From an optimization exercise on the open Yosys and OpenROAD flow; shortcuts taken in it are not production practice.
The RTL was checked by simulation tests, not by an equivalence proof against the original design.
Power and IR drop assume default switching activity.

===== design/flow/run.sh =====
#!/bin/bash
# synth_recipe.tcl (not shown) runs the flow's synth.tcl, then flattens the netlist and writes it again
# the make line also repeats each setting of config.mk as NAME=value (left out here)
make -C /OpenROAD-flow-scripts/flow DESIGN_CONFIG=/design/flow/config.mk WORK_HOME=/design/flow/orfs CLKGATE_MAP_FILE= SYNTH_SCRIPT=/design/flow/synth_recipe.tcl finish

===== design/flow/config.mk =====
export PLATFORM = sky130hd
export DESIGN_NAME = JAM
export DESIGN_NICKNAME = JAM
export VERILOG_FILES = /design/flow/design.v
export SDC_FILE = /design/flow/constraint.sdc
export NUM_CORES = 4
export LEC_CHECK = 0
export ABC_CLOCK_PERIOD_IN_PS = 3500
export CAP_MARGIN = 20
export CORE_MARGIN = 2
export CORE_UTILIZATION = 40
export SETUP_SLACK_MARGIN = 2.6
export SLEW_MARGIN = 20

===== design/flow/constraint.sdc =====
create_clock -name core_clock -period 6.2 [get_ports {CLK}]
set_input_delay 1.2400 -clock core_clock [delete_from_list [all_inputs] [get_ports {CLK}]]
set_output_delay 1.2400 -clock core_clock [all_outputs]
set_load 0.01 [all_outputs]

===== design/flow/design.v =====
module JAM (
input CLK,
input RST,
output [2:0] W,
output [2:0] J,
input [6:0] Cost,
output [3:0] MatchCount,
output [9:0] MinCost,
output Valid );
reg  [7:0] c;
always @(posedge CLK) begin
	if (RST)                 c <= 8'd0;
	else if (c != 8'd138)    c <= c + 8'd1;
end
assign W = c[5:3];
assign J = c[2:0];
assign Valid = c == 8'd138;
wire loading = ~c[7] & ~c[6];
reg  [3:0] k;       
reg  [7:0] mu;      
wire [3:0] kn = (k == 4'd9) ? 4'd0 : k + 4'd1;
always @(posedge CLK) begin
	if (RST) begin
		k  <= 4'd0;
		mu <= 8'd0;
	end else begin
		k  <= kn;
		mu <= {8{~loading & ~kn[0] & (kn != 4'd4)}};
	end
end
reg [6:0] t0_0, t0_1, t0_2, t0_3, t0_4, t0_5, t0_6, t0_7;
reg [6:0] t1_0, t1_1, t1_2, t1_3, t1_4, t1_5, t1_6, t1_7;
reg [6:0] t2_0, t2_1, t2_2, t2_3, t2_4, t2_5, t2_6, t2_7;
reg [6:0] t3_0, t3_1, t3_2, t3_3, t3_4, t3_5, t3_6, t3_7;
reg [6:0] t4_0, t4_1, t4_2, t4_3, t4_4, t4_5, t4_6, t4_7;
reg [6:0] t5_0, t5_1, t5_2, t5_3, t5_4, t5_5, t5_6, t5_7;
reg [6:0] t6_0, t6_1, t6_2, t6_3, t6_4, t6_5, t6_6, t6_7;
reg [6:0] t7_0, t7_1, t7_2, t7_3, t7_4, t7_5, t7_6, t7_7;
always @(posedge CLK) begin
	t0_0 <= t0_1;
	t0_1 <= mu[0] ? t0_7 : t0_2;
	t0_2 <= mu[0] ? t0_2 : t0_3;
	t0_3 <= mu[0] ? t0_3 : t0_4;
	t0_4 <= t0_5;
	t0_5 <= t0_6;
	t0_6 <= mu[0] ? t0_4 : t0_7;
	t0_7 <= (loading && c[5:3] == 3'd0) ? Cost : t0_0;
	t1_0 <= t1_1;
	t1_1 <= mu[1] ? t1_7 : t1_2;
	t1_2 <= mu[1] ? t1_2 : t1_3;
	t1_3 <= mu[1] ? t1_3 : t1_4;
	t1_4 <= t1_5;
	t1_5 <= t1_6;
	t1_6 <= mu[1] ? t1_4 : t1_7;
	t1_7 <= (loading && c[5:3] == 3'd1) ? Cost : t1_0;
	t2_0 <= t2_1;
	t2_1 <= mu[2] ? t2_7 : t2_2;
	t2_2 <= mu[2] ? t2_2 : t2_3;
	t2_3 <= mu[2] ? t2_3 : t2_4;
	t2_4 <= t2_5;
	t2_5 <= t2_6;
	t2_6 <= mu[2] ? t2_4 : t2_7;
	t2_7 <= (loading && c[5:3] == 3'd2) ? Cost : t2_0;
	t3_0 <= t3_1;
	t3_1 <= mu[3] ? t3_7 : t3_2;
	t3_2 <= mu[3] ? t3_2 : t3_3;
	t3_3 <= mu[3] ? t3_3 : t3_4;
	t3_4 <= t3_5;
	t3_5 <= t3_6;
	t3_6 <= mu[3] ? t3_4 : t3_7;
	t3_7 <= (loading && c[5:3] == 3'd3) ? Cost : t3_0;
	t4_0 <= t4_1;
	t4_1 <= mu[4] ? t4_7 : t4_2;
	t4_2 <= mu[4] ? t4_2 : t4_3;
	t4_3 <= mu[4] ? t4_3 : t4_4;
	t4_4 <= t4_5;
	t4_5 <= t4_6;
	t4_6 <= mu[4] ? t4_4 : t4_7;
	t4_7 <= (loading && c[5:3] == 3'd4) ? Cost : t4_0;
	t5_0 <= t5_1;
	t5_1 <= mu[5] ? t5_7 : t5_2;
	t5_2 <= mu[5] ? t5_2 : t5_3;
	t5_3 <= mu[5] ? t5_3 : t5_4;
	t5_4 <= t5_5;
	t5_5 <= t5_6;
	t5_6 <= mu[5] ? t5_4 : t5_7;
	t5_7 <= (loading && c[5:3] == 3'd5) ? Cost : t5_0;
	t6_0 <= t6_1;
	t6_1 <= mu[6] ? t6_7 : t6_2;
	t6_2 <= mu[6] ? t6_2 : t6_3;
	t6_3 <= mu[6] ? t6_3 : t6_4;
	t6_4 <= t6_5;
	t6_5 <= t6_6;
	t6_6 <= mu[6] ? t6_4 : t6_7;
	t6_7 <= (loading && c[5:3] == 3'd6) ? Cost : t6_0;
	t7_0 <= t7_1;
	t7_1 <= mu[7] ? t7_7 : t7_2;
	t7_2 <= mu[7] ? t7_2 : t7_3;
	t7_3 <= mu[7] ? t7_3 : t7_4;
	t7_4 <= t7_5;
	t7_5 <= t7_6;
	t7_6 <= mu[7] ? t7_4 : t7_7;
	t7_7 <= (loading && c[5:3] == 3'd7) ? Cost : t7_0;
end
wire [6:0] m00 = t0_0, m01 = t0_1, m02 = t0_2, m03 = t0_4;
wire [6:0] m10 = t1_0, m11 = t1_1, m12 = t1_2, m13 = t1_4;
wire [6:0] m20 = t2_0, m21 = t2_1, m22 = t2_2, m23 = t2_4;
wire [6:0] m30 = t3_0, m31 = t3_1, m32 = t3_2, m33 = t3_4;
wire [6:0] m40 = t4_3, m41 = t4_5, m42 = t4_6, m43 = t4_7;
wire [6:0] m50 = t5_3, m51 = t5_5, m52 = t5_6, m53 = t5_7;
wire [6:0] m60 = t6_3, m61 = t6_5, m62 = t6_6, m63 = t6_7;
wire [6:0] m70 = t7_3, m71 = t7_5, m72 = t7_6, m73 = t7_7;
function [7:0] add7;   
	input [6:0] a, b;
	add7 = a + b;
endfunction
function [9:0] add9;   
	input [8:0] a, b;
	add9 = a + b;
endfunction
function lt10;   
	input [9:0] a, b;
	lt10 = a < b;
endfunction
function [12:0] mc9;           
	input [12:0] x, y;
	begin
		if (x[12:4] == y[12:4])                          mc9 = {x[12:4], x[3:0] + y[3:0]};
		else if (lt10({1'b0, x[12:4]}, {1'b0, y[12:4]})) mc9 = x;
		else                                             mc9 = y;
	end
endfunction
function [8:0] blk2;
	input [6:0] ua, ub, va, vb;
	reg [7:0] p, q;
	begin
		p = add7(ua, vb);
		q = add7(ub, va);
		blk2 = {lt10({2'b0, p}, {2'b0, q}) ? p : q, p == q};
	end
endfunction
function [12:0] term;
	input [8:0] x, y;
	reg [1:0] e;
	begin
		e = x[0] + y[0];
		term = {add9({1'b0, x[8:1]}, {1'b0, y[8:1]}), 1'b0, e == 2'd2, e == 2'd1, e == 2'd0};
	end
endfunction
reg  [8:0] xa01;
always @(posedge CLK) xa01 <= blk2(m00, m01, m10, m11);
reg  [8:0] ya01;
always @(posedge CLK) ya01 <= blk2(m20, m21, m30, m31);
reg  [8:0] xa02;
always @(posedge CLK) xa02 <= blk2(m00, m02, m10, m12);
reg  [8:0] ya02;
always @(posedge CLK) ya02 <= blk2(m20, m22, m30, m32);
reg  [8:0] xa03;
always @(posedge CLK) xa03 <= blk2(m00, m03, m10, m13);
reg  [8:0] ya03;
always @(posedge CLK) ya03 <= blk2(m20, m23, m30, m33);
reg  [8:0] xa12;
always @(posedge CLK) xa12 <= blk2(m01, m02, m11, m12);
reg  [8:0] ya12;
always @(posedge CLK) ya12 <= blk2(m21, m22, m31, m32);
reg  [8:0] xa13;
always @(posedge CLK) xa13 <= blk2(m01, m03, m11, m13);
reg  [8:0] ya13;
always @(posedge CLK) ya13 <= blk2(m21, m23, m31, m33);
reg  [8:0] xa23;
always @(posedge CLK) xa23 <= blk2(m02, m03, m12, m13);
reg  [8:0] ya23;
always @(posedge CLK) ya23 <= blk2(m22, m23, m32, m33);
reg  [8:0] xb01;
always @(posedge CLK) xb01 <= blk2(m40, m41, m50, m51);
reg  [8:0] yb01;
always @(posedge CLK) yb01 <= blk2(m60, m61, m70, m71);
reg  [8:0] xb02;
always @(posedge CLK) xb02 <= blk2(m40, m42, m50, m52);
reg  [8:0] yb02;
always @(posedge CLK) yb02 <= blk2(m60, m62, m70, m72);
reg  [8:0] xb03;
always @(posedge CLK) xb03 <= blk2(m40, m43, m50, m53);
reg  [8:0] yb03;
always @(posedge CLK) yb03 <= blk2(m60, m63, m70, m73);
reg  [8:0] xb12;
always @(posedge CLK) xb12 <= blk2(m41, m42, m51, m52);
reg  [8:0] yb12;
always @(posedge CLK) yb12 <= blk2(m61, m62, m71, m72);
reg  [8:0] xb13;
always @(posedge CLK) xb13 <= blk2(m41, m43, m51, m53);
reg  [8:0] yb13;
always @(posedge CLK) yb13 <= blk2(m61, m63, m71, m73);
reg  [8:0] xb23;
always @(posedge CLK) xb23 <= blk2(m42, m43, m52, m53);
reg  [8:0] yb23;
always @(posedge CLK) yb23 <= blk2(m62, m63, m72, m73);
wire [12:0] ta0 = term(xa01, ya23);
wire [12:0] ta1 = term(xa02, ya13);
wire [12:0] ta2 = term(xa03, ya12);
wire [12:0] ta3 = term(xa12, ya03);
wire [12:0] ta4 = term(xa13, ya02);
wire [12:0] ta5 = term(xa23, ya01);
wire [12:0] tb0 = term(xb01, yb23);
wire [12:0] tb1 = term(xb02, yb13);
wire [12:0] tb2 = term(xb03, yb12);
wire [12:0] tb3 = term(xb12, yb03);
wire [12:0] tb4 = term(xb13, yb02);
wire [12:0] tb5 = term(xb23, yb01);
reg  [12:0] pa0;
always @(posedge CLK) pa0 <= mc9(ta0, ta1);
reg  [12:0] pa1;
always @(posedge CLK) pa1 <= mc9(ta2, ta3);
reg  [12:0] pa2;
always @(posedge CLK) pa2 <= mc9(ta4, ta5);
reg  [12:0] fa;
always @(posedge CLK) fa <= mc9(mc9(pa0, pa1), pa2);
reg  [12:0] pb0;
always @(posedge CLK) pb0 <= mc9(tb0, tb1);
reg  [12:0] pb1;
always @(posedge CLK) pb1 <= mc9(tb2, tb3);
reg  [12:0] pb2;
always @(posedge CLK) pb2 <= mc9(tb4, tb5);
reg  [12:0] fb;
always @(posedge CLK) fb <= mc9(mc9(pb0, pb1), pb2);
wire [3:0] pc = fa[3:0] * fb[3:0];
reg  [13:0] tr;
always @(posedge CLK) tr <= {add9(fa[12:4], fb[12:4]), pc};
wire trv = c >= 8'd68 && c <= 8'd137;
reg [9:0] mincost;
reg [3:0] matchcount;
always @(posedge CLK) begin
	if (RST) begin
		mincost    <= 10'd1023;
		matchcount <= 4'd0;
	end else if (trv) begin
		if (lt10(tr[13:4], mincost)) begin
			mincost    <= tr[13:4];
			matchcount <= tr[3:0];
		end else if (tr[13:4] == mincost) begin
			matchcount <= matchcount + tr[3:0];
		end
	end
end
assign MinCost    = mincost;
assign MatchCount = matchcount;
endmodule

==> impl_metrics.sql, run 1 <==
INSERT INTO impl_metrics (metric_group, metric, value, unit) VALUES
('run_status', 'run_status', 'timing/DRC/antenna clean', ''),
('hold_path', 'min_delay_endpoint', 't6_0[3]', ''),
('pwr', 'power.combinational.fraction', '0.474', ''),
('detailed_routing', 'routed-via-count', '32200', ''),
('global_routing', 'grt_pass1_wl', '189', 'mm'),
('sta', 'slew-limit-headroom', '0.277', ''),
('floorplanning', 'core', '0.116', 'sq mm'),
('pwr', 'p_sw', '9.31', 'mW'),
('detailed_routing', 'post_route_drc_violation_count', '0', ''),
('worst_setup_path', 'critPathArrivalTime', '4070', 'ps'),
('hold_path', 'worstHoldStart', 't6_1[3]', ''),
('synthesis', 'post_synth_most_frequent_cells', '799 x ha_1, 697 x dfxtp_1, 468 x a21oi_1, 416 x inv_1, 235 x mux2_2', ''),
('worst_setup_path', 'cp-start-kind', 'register', ''),
('global_routing', 'globalRouteTotalUtil', '0.206', ''),
('sta', 'timing.final.setup_violations', '0', ''),
('sta', 'fin_crit', '3520', 'ps'),
('worst_setup_path', 'critPathKind', 'register to register', ''),
('pwr', 'power.sequential.fraction', '0.286', ''),
('global_routing', 'grt_start_max_net_pins', '71', ''),
('detailed_routing', 'drt_first_iter_violations', '1694', ''),
('placed_design', 'dp.final_hpwl', '98.7', 'mm'),
('placed_design', 'placedCellCount', '6014', ''),
('flow_run', 'drv.max_cap_violation_count', '0', ''),
('pwr', 'clock_power_share', '0.240', ''),
('clocking', 'path_clk_slew', '60', 'ps'),
('clocking', 'clockRootBuffer', 'clkbuf_16', ''),
('layout', 'finalCoreUtilization', '0.466', ''),
('clocking', 'cts.htree.levels', '3', ''),
('worst_setup_path', 'r2r_slack', '2680', 'ps'),
('synthesis', 'yosys-top-cells-area', 'dfxtp_1 30%, ha_1 21%, edfxtp_1 7.2%', ''),
('floorplanning', 'rows', '125', ''),
('layout', 'nets', '5581', ''),
('floorplanning', 'die_x', '346', 'um'),
('placed_design', 'gp_congestion', '0.889', ''),
('synthesis', 'synth_flop_cell', 'dfxtp_1', ''),
('worst_setup_path', 'crit_path_max_fanout', '7', ''),
('worst_setup_path', 'cp-end-kind', 'register', ''),
('floorplanning', 'die_area', '0.120', 'sq mm'),
('worst_setup_path', 'critical-path-slowest-cell', 'or4_4', ''),
('sta', 'post-route-period-util', '0.568', ''),
('worst_setup_path', 'worst_r2r_endpoint', 'fa[12]', ''),
('synthesis', 'synth_top_area_frac', '0.299', ''),
('worst_setup_path', 'critical_path.max_stage_delay', '540', 'ps'),
('detailed_routing', 'drt_pre_antenna_iters', '6', ''),
('global_routing', 'grt_overflow', '0', ''),
('synthesis', 'synth_largest_area_cell', 'dfxtp_1', ''),
('pwr', 'power-per-cell-area', '457', 'mW/mm^2'),
('detailed_routing', 'routed_wire_length_per_instance', '20.0', 'um'),
('sta', 'tightestPinTransition', '1090', 'ps'),
('synthesis', 'post_synth_inst_count', '4496', ''),
('sta', 'setup-tns-final', '0', 'ps'),
('pwr', 'leakage_power_figure', '25.9', 'nW'),
('clocking', 'ctsLongestPathBuffers', '3', ''),
('sta', 'timing.final.max_slew_violations', '0', ''),
('placed_design', 'io_buffer_count', '29', ''),
('clocking', 'number_of_buffers_created_by_cts', '89', ''),
('floorplanning', 'die_height', '346', 'um'),
('layout', 'area_growth_synth_to_finish', '15.8', '%'),
('synthesis', 'synth_async_sr_flop_share', '0', ''),
('detailed_routing', 'detail-route-antenna-nets', '0', ''),
('clocking', 'clk-insertion-delay-late', '680', 'ps'),
('worst_setup_path', 'worstPathBufferInverterCount', '4', ''),
('layout', 'share_of_final_layout_standard_cells_stronger_than_drive_strength_1', '0.156', ''),
('worst_setup_path', 'critical_path.top_delay_family', 'compound AO/OA/AOI/OAI gates', ''),
('clocking', 'cts_sinks', '809', ''),
('worst_setup_path', 'worstRegToRegCells', '15', ''),
('sta', 'rsz0062_at_grt', 'yes', ''),
('pwr', 'internal-power', '15.4', 'mW'),
('synthesis', 'synth.most_common_cell', 'ha_1', ''),
('detailed_routing', 'drt-vias-per-instance', '5.12', ''),
('clocking', 'cts_tree', 'yes', '');
timing repair:
item | in CTS | in global routing
cloned | 0 | 1
setup endpoints to repair | 191 | 219
resized for setup | 93 | 170
setup buffers | 39 | 80
pin swaps | 27 | 68
layout make-up:
type / count / area, sq um
clock buffers: 113 / 2530
well taps: 1524 / 1910
multi-input cells: 3209 / 28500
diodes: 1 / 2.50
flip-flops and latches: 809 / 17400
inverters: 416 / 1560
repair buffers: 176 / 1450
clock inverters: 54 / 787
fillers: 10700 / 62000
power groups by stage:
stage	Clock, mW	Combinational [mW]	Sequential [mW]
after floorplan	0	7.59	6.73
after global placement	0	9.72	7.19
after detailed placement	0	9.78	7.19
after CTS	6.06	10.7	7.08
after global routing	6.26	12.9	7.14
final	5.93	11.7	7.08
sequential cells by signal, indices dropped and copies added, names as in the netlist, 10 cells and up:
signal	flops
pb1	13
pa0	13
pa1	13
fa	13
mincost	10
tr	14
pb0	13
pa2	13
pb2	13
fb	13
cells by family after synthesis:
logic type	share of synthesized area
AND/OR/NAND/NOR	0.0585
multiplexers	0.0897
adder cells (fa/ha/maj)	0.245
XOR/XNOR	0.0645
AO/OA/AOI/OAI	0.132
buffers and inverters	0.0393
flip-flops	0.371
through the flow:
stage	power (mW)	hold WS [ps]	area [sq um]	worst slack [ps]
final	24.7	319	54100	2680
after global routing	26.3	328	54100	2530
after CTS	23.9	323	52800	2560
after detailed placement	17.0	312	48800	2000
after global placement	16.9	310	48800	2030
after floorplan	14.3	310	46700	2680
worst max-delay path by stage:
| stage | from | endpoint | depth (start not counted) |
|---|---|---|---|
| after floorplan | pb1[11] | fb[10] | 15 |
| after global placement | pa1[11] | fa[5] | 13 |
| after detailed placement | pa1[12] | fa[3] | 13 |
| after CTS | pa1[11] | fa[3] | 15 |
| after global routing | t4_6[0] | xb23[5] | 13 |
| final | pa1[8] | fa[12] | 15 |
placed cells by master (no fill, tap or decap), types with 13 or more instances in the layout:
| cell type | count |
|---|---|
| xnor2_1 | 190 |
| a21o_1 | 170 |
| o21a_1 | 39 |
| o21ai_0 | 130 |
| bufinv_16 | 16 |
| clkinv_2 | 16 |
| dfxtp_1 | 665 |
| clkdlybuf4s50_1 | 28 |
| nand2_1 | 155 |
| dfxtp_2 | 23 |
| o21ai_4 | 15 |
| clkbuf_8 | 13 |
| inv_1 | 412 |
| o211ai_1 | 24 |
| clkbuf_16 | 93 |
| nand4_1 | 63 |
| edfxtp_1 | 112 |
| a21oi_1 | 411 |
| o21bai_1 | 108 |
| mux2_2 | 229 |
| nor2_1 | 203 |
| fa_1 | 65 |
| nor2b_1 | 34 |
| buf_4 | 137 |
| mux2i_1 | 149 |
| nor2_2 | 13 |
| ha_1 | 784 |
| o21ai_1 | 14 |
| nand2b_1 | 24 |
| nand3_1 | 22 |
| a21oi_2 | 56 |
| xor2_1 | 150 |
layer usage:
metal  wire (um)  track usage  part of all wire  vias to the layer above
li1            -            -                 -                    16200
met1       57100        0.265              0.45                    15300
met2       60000        0.353              0.48                      509
met3        3760       0.0232             0.030                      211
met4        4960       0.0764             0.039                        0
met5           0            0                 0                        -
worst reg2reg max path: cells and delay by family (launching register included):
kind | cells | cell delay [ps]
AND/OR/NAND/NOR | 4 | 800
buffers and inverters | 4 | 490
flip-flops | 1 | 320
adder cells (fa/ha/maj) | 2 | 590
multiplexers | 1 | 310
AO/OA/AOI/OAI | 4 | 890
==> run 2: changes to the inputs <==
--- a/design/flow/design.v
+++ b/design/flow/design.v
@@ -10,22 +10,22 @@
 reg  [7:0] c;
 always @(posedge CLK) begin
 	if (RST)                 c <= 8'd0;
-	else if (c != 8'd138)    c <= c + 8'd1;
+	else if (c != 8'd135)    c <= c + 8'd1;
 end
 assign W = c[5:3];
 assign J = c[2:0];
-assign Valid = c == 8'd138;
+assign Valid = c == 8'd135;
 wire loading = ~c[7] & ~c[6];
 reg  [3:0] k;       
 reg  [7:0] mu;      
 wire [3:0] kn = (k == 4'd9) ? 4'd0 : k + 4'd1;
 always @(posedge CLK) begin
 	if (RST) begin
-		k  <= 4'd0;
+		k  <= 4'd2;
 		mu <= 8'd0;
 	end else begin
 		k  <= kn;
-		mu <= {8{~loading & ~kn[0] & (kn != 4'd4)}};
+		mu <= {8{(c >= 8'd60) & ~kn[0] & (kn != 4'd4)}};
 	end
 end
 reg [6:0] t0_0, t0_1, t0_2, t0_3, t0_4, t0_5, t0_6, t0_7;
@@ -226,7 +226,7 @@
 wire [3:0] pc = fa[3:0] * fb[3:0];
 reg  [13:0] tr;
 always @(posedge CLK) tr <= {add9(fa[12:4], fb[12:4]), pc};
-wire trv = c >= 8'd68 && c <= 8'd137;
+wire trv = c >= 8'd65 && c <= 8'd134;
 reg [9:0] mincost;
 reg [3:0] matchcount;
 always @(posedge CLK) begin
--- a/design/flow/config.mk
+++ b/design/flow/config.mk
@@ -9,5 +9,5 @@
 export CAP_MARGIN = 20
 export CORE_MARGIN = 2
 export CORE_UTILIZATION = 40
-export SETUP_SLACK_MARGIN = 2.6
+export SETUP_SLACK_MARGIN = 2.8
 export SLEW_MARGIN = 20
==> run 2 against run 1 <==
Against the previous run:
- final area increased by 5.4%
- utilization increased by 2.5 points
- power increased by 20%
- fmax decreased by 2.3%
- flip-flop and latch count unchanged
- largest power group unchanged
- setup slack got worse by 83 ps
- sequential power increased by 4.4%
- critical path depth increased by 1
==> impl_metrics.sql, run 2 <==
INSERT INTO impl_metrics (metric_group, metric, value, unit) VALUES
('run_status', 'run_status', 'timing/DRC/antenna clean', ''),
('floorplanning', 'ioPinCount', '30', ''),
('synthesis', 'synth_async_sr_flop_share', '0', ''),
('layout', 'area_growth_synth_to_finish', '22.1', '%'),
('detailed_routing', 'drt_first_iter_violations', '1753', ''),
('synthesis', 'ys_ff_latch', '809', ''),
('synthesis', 'syn_area_per_cell', '10.4', 'sq um'),
('synthesis', 'synth.cell_area', '0.0467', 'sq mm'),
('sta', 'slew-limit-headroom', '0.300', ''),
('synthesis', 'post_synth_most_frequent_cells', '797 x ha_1, 697 x dfxtp_1, 461 x a21oi_1, 417 x inv_1, 236 x mux2_2', ''),
('floorplanning', 'die_height', '346', 'um'),
('worst_setup_path', 'critPathArrivalTime', '4170', 'ps'),
('synthesis', 'synth_top_area_frac', '0.299', ''),
('detailed_routing', 'detail-route-antenna-nets', '0', ''),
('worst_setup_path', 'critical_path.top_delay_family', 'simple AND/OR/NAND/NOR gates', ''),
('synthesis', 'synth_largest_area_cell', 'dfxtp_1', ''),
('hold_path', 'min_path_type', 'register to register', ''),
('synthesis', 'yosys_warnings', '1', ''),
('pwr', 'vdd_drop_max', '0.477', 'mV'),
('floorplanning', 'rows', '125', ''),
('clocking', 'number_of_buffers_created_by_cts', '87', ''),
('worst_setup_path', 'critical-path-slowest-cell', 'or4_4', ''),
('worst_setup_path', 'critical_path.max_stage_delay', '510', 'ps'),
('sta', 'timing.final.max_slew_violations', '0', ''),
('placed_design', 'io_buffer_count', '29', ''),
('sta', 'tightestPinTransition', '1050', 'ps'),
('worst_setup_path', 'crit_path_max_fanout', '6', ''),
('worst_setup_path', 'worstPathBufferInverterCount', '3', ''),
('detailed_routing', 'drt-vias-per-instance', '5.17', ''),
('global_routing', 'grt_pass1_wl', '195', 'mm'),
('sta', 'post-route-period-util', '0.581', ''),
('worst_setup_path', 'critPathKind', 'register to register', ''),
('layout', 'top_register', 'tr', ''),
('worst_setup_path', 'cp-start-kind', 'register', ''),
('global_routing', 'via_count_of_the_first_global_routing_pass', '32800', ''),
('sta', 'timing.final.setup_violations', '0', ''),
('worst_setup_path', 'crit-reg2reg-launch', 'pa1[6]', ''),
('floorplanning', 'die_x', '346', 'um'),
('layout', 'final_common_cell', 'ha_1', ''),
('detailed_routing', 'routed-via-count', '33500', ''),
('clocking', 'cts_sinks', '809', ''),
('clocking', 'path_clk_slew', '60', 'ps'),
('worst_setup_path', 'cp-end-kind', 'register', ''),
('clocking', 'ctsLongestPathBuffers', '3', ''),
('sta', 'setup-tns-final', '0', 'ps'),
('sta', 'timing.final.hold_violations', '0', ''),
('worst_setup_path', 'r2r_slack', '2600', 'ps'),
('pwr', 'internal-power', '18.0', 'mW'),
('pwr', 'power-per-cell-area', '521', 'mW/mm^2'),
('synthesis', 'post_synth_inst_count', '4512', ''),
('layout', 'layout.cells.most_common_list', '729 x ha_1, 628 x dfxtp_1, 405 x inv_1, 271 x a21oi_1, 252 x buf_4', ''),
('global_routing', 'grt_start_max_net_pins', '58', ''),
('hold_path', 'min_delay_endpoint', 't0_5[5]', ''),
('clocking', 'clockRootBuffer', 'clkbuf_16', ''),
('detailed_routing', 'route.final.wire_length', '131', 'mm'),
('worst_setup_path', 'required_time_reported_for_the_critical_path_endpoint', '6760', 'ps'),
('hold_path', 'worstHoldStart', 't0_6[5]', ''),
('clocking', 'clk-insertion-delay-late', '660', 'ps'),
('pwr', 'power.combinational.fraction', '0.574', ''),
('global_routing', 'grt_overflow', '0', ''),
('worst_setup_path', 'worstRegToRegCells', '16', ''),
('sta', 'max_freq', '277', 'MHz'),
('synthesis', 'ys_seq_area_frac', '0.371', ''),
('sta', 'rsz0062_at_grt', 'yes', ''),
('pwr', 'clock_power_share', '0.177', ''),
('pwr', 'p_sw', '11.7', 'mW'),
('layout', 'nets', '5752', ''),
('hold_path', 'whs_path_cells', '0', ''),
('floorplanning', 'start_util', '0.402', ''),
('synthesis', 'synth-edff-count', '112', ''),
('detailed_routing', 'routed_wire_length_per_instance', '20.2', 'um'),
('synthesis', 'synthesized_net_count', '5390', ''),
('worst_setup_path', 'worst_r2r_endpoint', 'fa[3]', ''),
('worst_setup_path', 'cp_cell_sequence', 'inv_2 > ha_4 > nand3b_1 > a211oi_4 > nor3_4 > nor2_4 > buf_12 > mux2_4 > ha_4 > or4_4 > a221oi_4 > o2bb2ai_4 > buf_6 > nor3_2 > or3_4 > nor2_2', ''),
('detailed_routing', 'post_route_drc_violation_count', '0', ''),
('detailed_routing', 'drt_pre_antenna_iters', '5', ''),
('clocking', 'cts.htree.levels', '3', ''),
('sta', 'clock_skew', '31.7', 'ps'),
('layout', 'share_of_final_layout_standard_cells_stronger_than_drive_strength_1', '0.251', ''),
('clocking', 'cts_tree', 'yes', ''),
('flow_run', 'drv.max_cap_violation_count', '0', ''),
('floorplanning', 'core', '0.116', 'sq mm'),
('placed_design', 'placedCellCount', '6030', ''),
('layout', 'finalNonFillerCells', '6475', ''),
('worst_setup_path', 'cpMostUsedCell', 'ha_4', ''),
('global_routing', 'globalRouteTotalUtil', '0.211', ''),
('sta', 'fin_crit', '3600', 'ps'),
('placed_design', 'gp_congestion', '0.936', ''),
('layout', 'largest_reg_flops', '14', ''),
('synthesis', 'synth.most_common_cell', 'ha_1', ''),
('pwr', 'leakage_power_figure', '26.7', 'nW'),
('pwr', 'p_sw_frac', '0.394', ''),
('synthesis', 'yosys-top-cells-area', 'dfxtp_1 30%, ha_1 21%, edfxtp_1 7.2%', ''),
('floorplanning', 'die_area', '0.120', 'sq mm'),
('synthesis', 'synth_unique_cells', '67', ''),
('global_routing', 'grt_antenna_before_repair', '3', ''),
('synthesis', 'synth_flop_cell', 'dfxtp_1', ''),
('placed_design', 'dp.final_hpwl', '99.9', 'mm'),
('pwr', 'power.sequential.fraction', '0.249', '');
==> run 2: worst max-delay path by stage <==
stage,startpoint,end,slack (ps),cells after the start
3_5_place_dp,ya23[1],pa0[11],2010,14
6_report,pa1[6],fa[3],2600,16
5_1_grt,pa1[6],fa[3],2480,16
4_1_cts,t4_3[0],xb03[2],2680,14
2_1_floorplan,pb1[12],fb[3],2740,14
3_3_place_gp,ya23[1],pa0[6],1970,14
==> run 2: per-layer routing <==
layer | share of wire | global-route usage
met5 | 0.000099 | 0
met4 | 0.034 | 0.0675
met3 | 0.032 | 0.0235
met2 | 0.48 | 0.366
met1 | 0.45 | 0.274
==> run 2: layout make-up <==
| type | count | area [sq um] |
|---|---|---|
| Inverter | 417 | 1570 |
| Timing Repair Buffer | 337 | 2890 |
| Tap cell | 1524 | 1910 |
| Fill cell | 10500 | 59000 |
| Clock buffer | 115 | 2450 |
| Multi-Input combinational cell | 3222 | 30300 |
| Antenna cell | 3 | 7.51 |
| Clock inverter | 48 | 424 |
| Sequential cell | 809 | 17500 |
==> run 2: stage by stage <==
stage	hold WS, ps	power (mW)	utilization	cell area (sq um)	setup slack [ps]
CTS	316	27.1	0.465	53900	2680
global route	323	31.6	0.491	57000	2480
finish	316	29.7	0.491	57000	2600
floorplan	310	16.2	-	46700	2740
detailed placement	312	19.4	0.421	48900	2010
global placement	310	19.3	0.421	48900	1970
==> run 2: worst reg2reg max path: stages (launching register included) <==
cell	delay, ps
dfxtp_2	340
inv_2	50
ha_4	270
nand3b_1	120
a211oi_4	300
nor3_4	100
nor2_4	150
buf_12	130
mux2_4	320
ha_4	160
or4_4	510
a221oi_4	260
o2bb2ai_4	190
buf_6	130
nor3_2	30
or3_4	370
nor2_2	90
==> run 2: what timing repair did <==
item                       4_1_cts  5_1_grt
buffers inserted               122      152
setup endpoints to repair      289      280
cloned                           3        2
resized for setup              326      459
pin swaps                      105      297
hold buffers                     0        0
==> run 2: power groups by stage <==
stage	logic, mW	clock network [mW]	registers [mW]
after floorplan	9.26	0	6.91
after global placement	11.8	0	7.46
after detailed placement	11.9	0	7.45
after CTS	14.4	5.37	7.35
after global routing	18.6	5.57	7.45
final	17.1	5.25	7.39
==> run 2: cell families after synthesis <==
family | count (synthesis) | share of synthesized area
AOI/OAI and AO/OA | 1026 | 0.132
muxes | 390 | 0.0899
and+or+nand+nor | 594 | 0.0594
xor gates and xnor gates | 342 | 0.0641
adders and majority gates | 869 | 0.244
buffers and inverters | 482 | 0.0395
DFF | 809 | 0.371
==> run 3: changes to the inputs <==
--- a/design/flow/config.mk
+++ b/design/flow/config.mk
@@ -9,5 +9,5 @@
 export CAP_MARGIN = 20
 export CORE_MARGIN = 2
 export CORE_UTILIZATION = 40
-export SETUP_SLACK_MARGIN = 2.8
+export SETUP_SLACK_MARGIN = 2.6
 export SLEW_MARGIN = 20
==> run 3 against run 2 <==
Against the previous run:
- still clean on timing, DRC and antenna
- non-clock buffer count decreased by 149
- clock-buffer cell count rose by 7
- clock power decreased by 2%
- routed wire length decreased by 3.5%
- fmax increased by 1.1%
- first-iteration DRC count grew 1.5%
- final cell count down 2.4%
- register-to-register slack better by 40 ps
- area after synthesis unchanged
- sequential power fell by 0.9%
- critical endpoint is now xb02[2]
- largest power group unchanged
==> impl_metrics.sql, run 3 <==
INSERT INTO impl_metrics (metric_group, metric, value, unit) VALUES
('run_status', 'run_status', 'timing/DRC/antenna clean', ''),
('synthesis', 'synth_simple_gate_area_frac', '0.0594', ''),
('synthesis', 'synth_largest_area_cell', 'dfxtp_1', ''),
('worst_setup_path', 'critPathKind', 'register to register', ''),
('synthesis', 'synthesized_area_fraction_occupied_by_ao_oa_aoi_and_oai_cells', '0.132', ''),
('clocking', 'cts_sinks', '809', ''),
('clocking', 'ctsLongestPathBuffers', '3', ''),
('detailed_routing', 'route.final.wire_length', '126', 'mm'),
('placed_design', 'io_buffer_count', '29', ''),
('clocking', 'number_of_buffers_created_by_cts', '85', ''),
('sta', 'slew-limit-headroom', '0.328', ''),
('sta', 'post-route-period-util', '0.575', ''),
('detailed_routing', 'routed_wire_length_per_instance', '20.0', 'um'),
('sta', 'final_critical_path_setup_slack', '2630', 'ps'),
('layout', 'nets', '5602', ''),
('detailed_routing', 'routed-via-count', '32400', ''),
('worst_setup_path', 'cp-start-kind', 'register', ''),
('synthesis', 'synth-edff-count', '112', ''),
('floorplanning', 'rows', '125', ''),
('detailed_routing', 'drt_pre_antenna_iters', '7', ''),
('layout', 'layout.cells.most_common_list', '781 x ha_1, 665 x dfxtp_1, 415 x inv_1, 375 x a21oi_1, 235 x mux2_2', ''),
('placed_design', 'dp.final_hpwl', '99.6', 'mm'),
('detailed_routing', 'detail-route-antenna-nets', '0', ''),
('layout', 'largest_reg_flops', '14', ''),
('synthesis', 'yosys-top-cells-area', 'dfxtp_1 30%, ha_1 21%, edfxtp_1 7.2%', ''),
('synthesis', 'synth_top_area_frac', '0.299', ''),
('hold_path', 'min_path_type', 'register to register', ''),
('global_routing', 'grt_overflow', '0', ''),
('flow_run', 'drv.max_cap_violation_count', '0', ''),
('layout', 'final_common_cell', 'ha_1', ''),
('clocking', 'cts_hold_repair.buffers', '0', ''),
('synthesis', 'xor_xnor_share_of_the_synthesized_area', '0.0641', ''),
('clocking', 'clockRootBuffer', 'clkbuf_16', ''),
('sta', 'max_freq', '280', 'MHz'),
('floorplanning', 'die_x', '346', 'um'),
('clocking', 'cts.htree.levels', '3', ''),
('synthesis', 'post_synth_inst_count', '4512', ''),
('layout', 'antenna-diode-count', '0', ''),
('sta', 'clock_skew', '39.1', 'ps'),
('layout', 'top_register', 'tr', ''),
('synthesis', 'synth_async_sr_flop_share', '0', ''),
('pwr', 'power-per-cell-area', '506', 'mW/mm^2'),
('global_routing', 'grt_pass1_wl', '191', 'mm'),
('pwr', 'leakage_power_figure', '25.7', 'nW'),
('worst_setup_path', 'crit_path_max_fanout', '8', ''),
('synthesis', 'synth_unique_cells', '67', ''),
('synthesis', 'synthAdderAreaFrac', '0.244', ''),
('global_routing', 'grt_antenna_before_repair', '4', ''),
('sta', 'tightestPinTransition', '1010', 'ps'),
('synthesis', 'synth.cell_area', '0.0467', 'sq mm'),
('worst_setup_path', 'critPathArrivalTime', '4100', 'ps'),
('synthesis', 'ys_seq_area_frac', '0.371', ''),
('synthesis', 'synth_flop_cell', 'dfxtp_1', ''),
('global_routing', 'via_count_of_the_first_global_routing_pass', '32200', ''),
('synthesis', 'synthesized_net_count', '5390', ''),
('floorplanning', 'start_util', '0.402', ''),
('sta', 'timing.final.setup_violations', '0', ''),
('detailed_routing', 'post_route_drc_violation_count', '0', ''),
('placed_design', 'gp_congestion', '0.926', ''),
('synthesis', 'post_synth_most_frequent_cells', '797 x ha_1, 697 x dfxtp_1, 461 x a21oi_1, 417 x inv_1, 236 x mux2_2', ''),
('synthesis', 'synth.most_common_cell', 'ha_1', ''),
('clocking', 'cts_tree', 'yes', ''),
('pwr', 'vdd_drop_max', '0.360', 'mV'),
('detailed_routing', 'drt_first_iter_violations', '1780', ''),
('synthesis', 'ys_ff_latch', '809', ''),
('detailed_routing', 'drt-vias-per-instance', '5.13', ''),
('sta', 'timing.final.max_slew_violations', '0', ''),
('synthesis', 'synth_top_family_by_area', 'adder cells', ''),
('worst_setup_path', 'required_time_reported_for_the_critical_path_endpoint', '6740', 'ps'),
('synthesis', 'syn_area_per_cell', '10.4', 'sq um'),
('synthesis', 'yosys_warnings', '1', ''),
('sta', 'fin_crit', '3570', 'ps'),
('sta', 'timing.final.hold_violations', '0', ''),
('worst_setup_path', 'cp-end-kind', 'register', ''),
('layout', 'share_of_final_layout_standard_cells_stronger_than_drive_strength_1', '0.167', ''),
('clocking', 'path_clk_slew', '60', 'ps'),
('sta', 'setup-tns-final', '0', 'ps'),
('clocking', 'clk-insertion-delay-late', '660', 'ps'),
('floorplanning', 'core', '0.116', 'sq mm'),
('layout', 'area_growth_synth_to_finish', '15.6', '%'),
('sta', 'rsz0062_at_grt', 'yes', ''),
('synthesis', 'synth_mux_area_frac', '0.0899', ''),
('global_routing', 'grt_start_max_net_pins', '62', ''),
('floorplanning', 'die_area', '0.120', 'sq mm'),
('floorplanning', 'ioPinCount', '30', ''),
('global_routing', 'globalRouteTotalUtil', '0.207', ''),
('floorplanning', 'die_height', '346', 'um'),
('placed_design', 'pre_cts_ws', '1920', 'ps');
run 3: cell counts after synthesis:
Identical to the previous run, type by type.
run 3: path summary, 6_finish.rpt:
check / startpoint / depth (start not counted) / slack (ps) / endpoint
max: t4_3[0] / 15 / 2630 / xb02[2]
min: t7_1[6] / 0 / 310 / t7_0[6]
max reg2reg: t4_3[0] / 15 / 2630 / xb02[2]
min reg2reg: t7_1[6] / 0 / 310 / t7_0[6]
run 3: repair_timing:
action,4_1_cts,5_1_grt
setup buffers,53,75
pin swaps,29,93
gates cloned,2,3
endpoints found under the hold margin,0,0
gates resized for setup,113,225
endpoints found under the setup margin,186,237
run 3: area by class of cell:
class / count / area [sq um]
flip-flops and latches: 809 / 17400
fillers: 10900 / 62100
repair buffers: 188 / 1560
clock inverters: 34 / 313
multi-input cells: 3223 / 28800
clock buffers: 122 / 2500
inverters: 417 / 1570
well taps: 1524 / 1910
run 3: per-layer routing:
metal	track usage	up-vias	part of all wire
met5	0	-	0
met4	0.0702	0	0.037
met3	0.0266	214	0.035
met2	0.355	520	0.47
met1	0.268	15400	0.46
li1	-	16300	-
run 3: logic make-up (layout without fill, tap and decap cells):
logic type | count (synthesis) | after routing
xor+xnor | 342 | 342
simple gates | 594 | 596
buf+inv | 482 | 761
compound gates | 1026 | 1026
fa+ha+maj | 869 | 869
flops | 809 | 809
mux | 390 | 390
run 3: power breakdown:
part           internal, mW  switching [mW]  leakage, nW  total, mW
Sequential             6.46           0.860         6.97       7.32
Clock                  2.98            2.19         1.38       5.17
Combinational          6.94            7.87         17.4       14.8
Total                  16.4            10.9         25.7       27.3
run 3: metrics by stage:
step                 util  cell area, sq um  hold slack [ps]  instances  total power [mW]
CTS                 0.452             52400              315       6239              26.0
global placement    0.421             48800              309       6027              19.4
detailed placement  0.421             48800              312       6028              19.5
global route        0.465             54000              323       6317              29.2
finish              0.465             54000              314       6317              27.3
floorplan               -             46700              310       4512              16.1
run 3: worst max-delay path: stages, from the launching register on:
cell      delay (ps)
edfxtp_1         480
buf_4            190
ha_1             230
fa_2             370
a21o_1           240
a21oi_4          170
o21bai_1          90
a21oi_1          160
xor2_1           270
inv_1             80
ha_1             320
a21o_1           170
a21oi_2          150
o21ai_2           80
buf_4            190
mux2_2           270
==> run 4: changes to the inputs <==
==> design/flow/config.mk (replaced) <==
export PLATFORM = sky130hd
export DESIGN_NAME = JAM
export DESIGN_NICKNAME = JAM
export VERILOG_FILES = /design/flow/design.v
export SDC_FILE = /design/flow/constraint.sdc
export NUM_CORES = 4
export LEC_CHECK = 0
export ABC_AREA = 1
export CAP_MARGIN = 20
export CORE_MARGIN = 2
export CORE_UTILIZATION = 55
export SETUP_SLACK_MARGIN = 2.6
export SLEW_MARGIN = 20
==> run 4 against run 3 <==
Against the previous run:
- via count grew 22%
- hold slack gained 8.6 ps
- non-clock buffer count fell by 151
- routed wire length increased by 10%
- global-route usage up 9.8 points
- utilization grew 14 points
- die area shrank 23%
- sequential power fell by 1%
- fmax up 1.7%
- first-iteration DRC count rose by 63%
- register-to-register slack gained 60 ps
- final cell count grew 15%
- highest routed layer is now met5
==> impl_metrics.sql, run 4 <==
INSERT INTO impl_metrics (metric_group, metric, value, unit) VALUES
('run_status', 'run_status', 'timing/DRC/antenna clean', ''),
('worst_setup_path', 'critical_path.top_delay_family', 'adder cells', ''),
('sta', 'slew-limit-headroom', '0.230', ''),
('layout', 'layout.cells.most_common_list', '1523 x nand2_1, 796 x ha_1, 695 x dfxtp_1, 688 x inv_1, 493 x a21oi_1', ''),
('synthesis', 'synth_largest_area_cell', 'dfxtp_1', ''),
('worst_setup_path', 'critical_path.max_stage_delay', '730', 'ps'),
('clocking', 'cts.htree.levels', '3', ''),
('sta', 'clock_skew', '28.5', 'ps'),
('worst_setup_path', 'worstPathBufferInverterCount', '3', ''),
('detailed_routing', 'post_route_drc_violation_count', '0', ''),
('floorplanning', 'rows', '109', ''),
('clocking', 'cts_hold_repair.buffers', '0', ''),
('detailed_routing', 'route.final.wire_length', '139', 'mm'),
('layout', 'top_register', 'tr', ''),
('placed_design', 'dp.final_hpwl', '112', 'mm'),
('clocking', 'cts_sinks', '809', ''),
('sta', 'post-route-period-util', '0.566', ''),
('placed_design', 'gp_congestion', '0.993', ''),
('synthesis', 'syn_area_per_cell', '8.29', 'sq um'),
('layout', 'share_of_final_layout_standard_cells_stronger_than_drive_strength_1', '0.0513', ''),
('global_routing', 'globalRouteTotalUtil', '0.305', ''),
('placed_design', 'postPlaceCellArea', '0.0507', 'sq mm'),
('clocking', 'clk-insertion-delay-late', '670', 'ps'),
('layout', 'area_growth_synth_to_finish', '9.11', '%'),
('hold_path', 'min_path_type', 'register to register', ''),
('clocking', 'path_clk_slew', '60', 'ps'),
('detailed_routing', 'drt_first_iter_violations', '2904', ''),
('flow_run', 'drv.max_cap_violation_count', '0', ''),
('sta', 'timing.final.setup_violations', '0', ''),
('detailed_routing', 'drt-vias-per-instance', '5.44', ''),
('worst_setup_path', 'critPathArrivalTime', '3960', 'ps'),
('clocking', 'clockRootBuffer', 'clkbuf_16', ''),
('worst_setup_path', 'critical-path-slowest-cell', 'o21ai_0', ''),
('floorplanning', 'start_util', '0.556', ''),
('synthesis', 'synth_async_sr_flop_share', '0', ''),
('global_routing', 'grt_overflow', '0', ''),
('floorplanning', 'die_x', '303', 'um'),
('synthesis', 'synth.cell_area', '0.0493', 'sq mm'),
('floorplanning', 'die_area', '0.0920', 'sq mm'),
('layout', 'nets', '6873', ''),
('global_routing', 'grt_start_max_net_pins', '89', ''),
('synthesis', 'synth_top_area_frac', '0.283', ''),
('synthesis', 'synth-edff-count', '112', ''),
('worst_setup_path', 'critPathKind', 'register to register', ''),
('synthesis', 'synth_flop_cell', 'dfxtp_1', ''),
('worst_setup_path', 'cp-end-kind', 'register', ''),
('global_routing', 'grt_pass1_wl', '212', 'mm'),
('synthesis', 'post_synth_inst_count', '5945', ''),
('layout', 'final_area', '0.0538', 'sq mm');
-- run 4: changes by cell type in the layout (fill, tap and decap cells not counted), sizes merged, moves of 41 or more --
cell,before,now
a21o,167,0
buf,158,8
inv,424,713
mux2,236,0
mux2i,154,0
nand2,173,1571
nand3,31,264
nor2,208,98
nor2b,41,0
nor3,21,82
o211ai,16,57
o21ai,190,413
o21bai,106,35
xnor2,191,105
-- run 4: power by group --
part	leakage, nW	switching, mW	internal, mW	total, mW
Combinational	18.5	7.64	4.16	11.8
Clock	1.49	2.25	3.22	5.47
Sequential	6.98	0.867	6.39	7.25
-- run 4: area by class of cell --
class,instances,area share
tap,1165,0.0271
sequential,809,0.322
clock inverter,47,0.0105
clock buffer,115,0.0459
timing repair buffer,37,0.00652
multi-input combinational,4353,0.538
antenna,2,0.0000931
inverter,707,0.0496
-- run 4: path summary, 6_finish.rpt --
| kind | depth (start not counted) | slack (ps) | start | to |
|---|---|---|---|---|
| worst max-delay path | 15 | 2690 | t2_4[0] | ya13[5] |
| worst min-delay path | 0 | 320 | t7_1[0] | t7_0[0] |
| worst max register to register | 15 | 2690 | t2_4[0] | ya13[5] |
| worst min register to register | 0 | 320 | t7_1[0] | t7_0[0] |
-- run 4: metal layers --
layer | vias up | routed length (um) | track usage
met2 | 1044 | 59000 | 0.468
li1 | 20100 | - | -
met3 | 194 | 9510 | 0.0441
met1 | 18100 | 67600 | 0.448
met4 | 2 | 3320 | 0.0771
met5 | - | 13 | 0
-- run 4: repair_timing --
action                     CTS  global route
setup endpoints to repair    1            30
pin swaps                    2             1
resized for setup            2            12
gates cloned                 0             0
setup buffers                1             2
-- run 4: cell families (layout without fill, tap and decap cells) --
kind of cell	count (synthesis)	count (layout)	share of synthesized area
adders and majority gates	869	869	0.232
and+or+nand+nor	2149	2149	0.187
other	0	2	0
DFF	809	809	0.351
AOI/OAI and AO/OA	1075	1075	0.122
xor gates and xnor gates	260	260	0.0462
buffers and inverters	783	906	0.0620
-- run 4: through the flow --
step	cells	setup WS, ps	total power, mW	utilization	hold slack [ps]
floorplan	5945	3460	16.0	-	310
global placement	7068	2730	18.9	0.572	310
detailed placement	7068	2680	19.0	0.572	312
CTS	7231	2630	24.6	0.606	322
global route	7233	2510	26.6	0.606	327
finish	7235	2690	24.5	0.607	322

[static timing again, ports no longer ideal]
In the flow no input, the clock included, has a driving cell. The finished layouts below were timed again as built, in two steps.
Step 1 (the two cells are an assumption about what drives the block):
set clk [get_ports {CLK}]
set_driving_cell -lib_cell sky130_fd_sc_hd__clkbuf_16 $clk
set_driving_cell -lib_cell sky130_fd_sc_hd__buf_2 [delete_from_list [all_inputs] $clk]
Step 2 times the ports against the registers' clock, not the clock port: input delays grow and output delays shrink by t, the midpoint of the rising clock arrivals with the driver on.
a / b / c = no drivers / after step 1 / after step 2; a / b = the first two.
run	shift t [ns]	setup slack, ns	hold WS [ns]	worst data-port slew with drivers (ns)
run 1	0.734	2.678 / 2.678 / 2.678	0.319 / 0.319 / 0.319	0.03
run 2	0.716	2.595 / 2.595 / 2.595	0.316 / 0.316 / 0.316	0.03
run 3	0.716	2.634 / 2.634 / 2.634	0.314 / 0.314 / 0.314	0.03
run 4	0.726	2.693 / 2.639 / 2.693	0.322 / 0.322 / 0.322	0.04
After both steps every run listed still meets setup and hold.
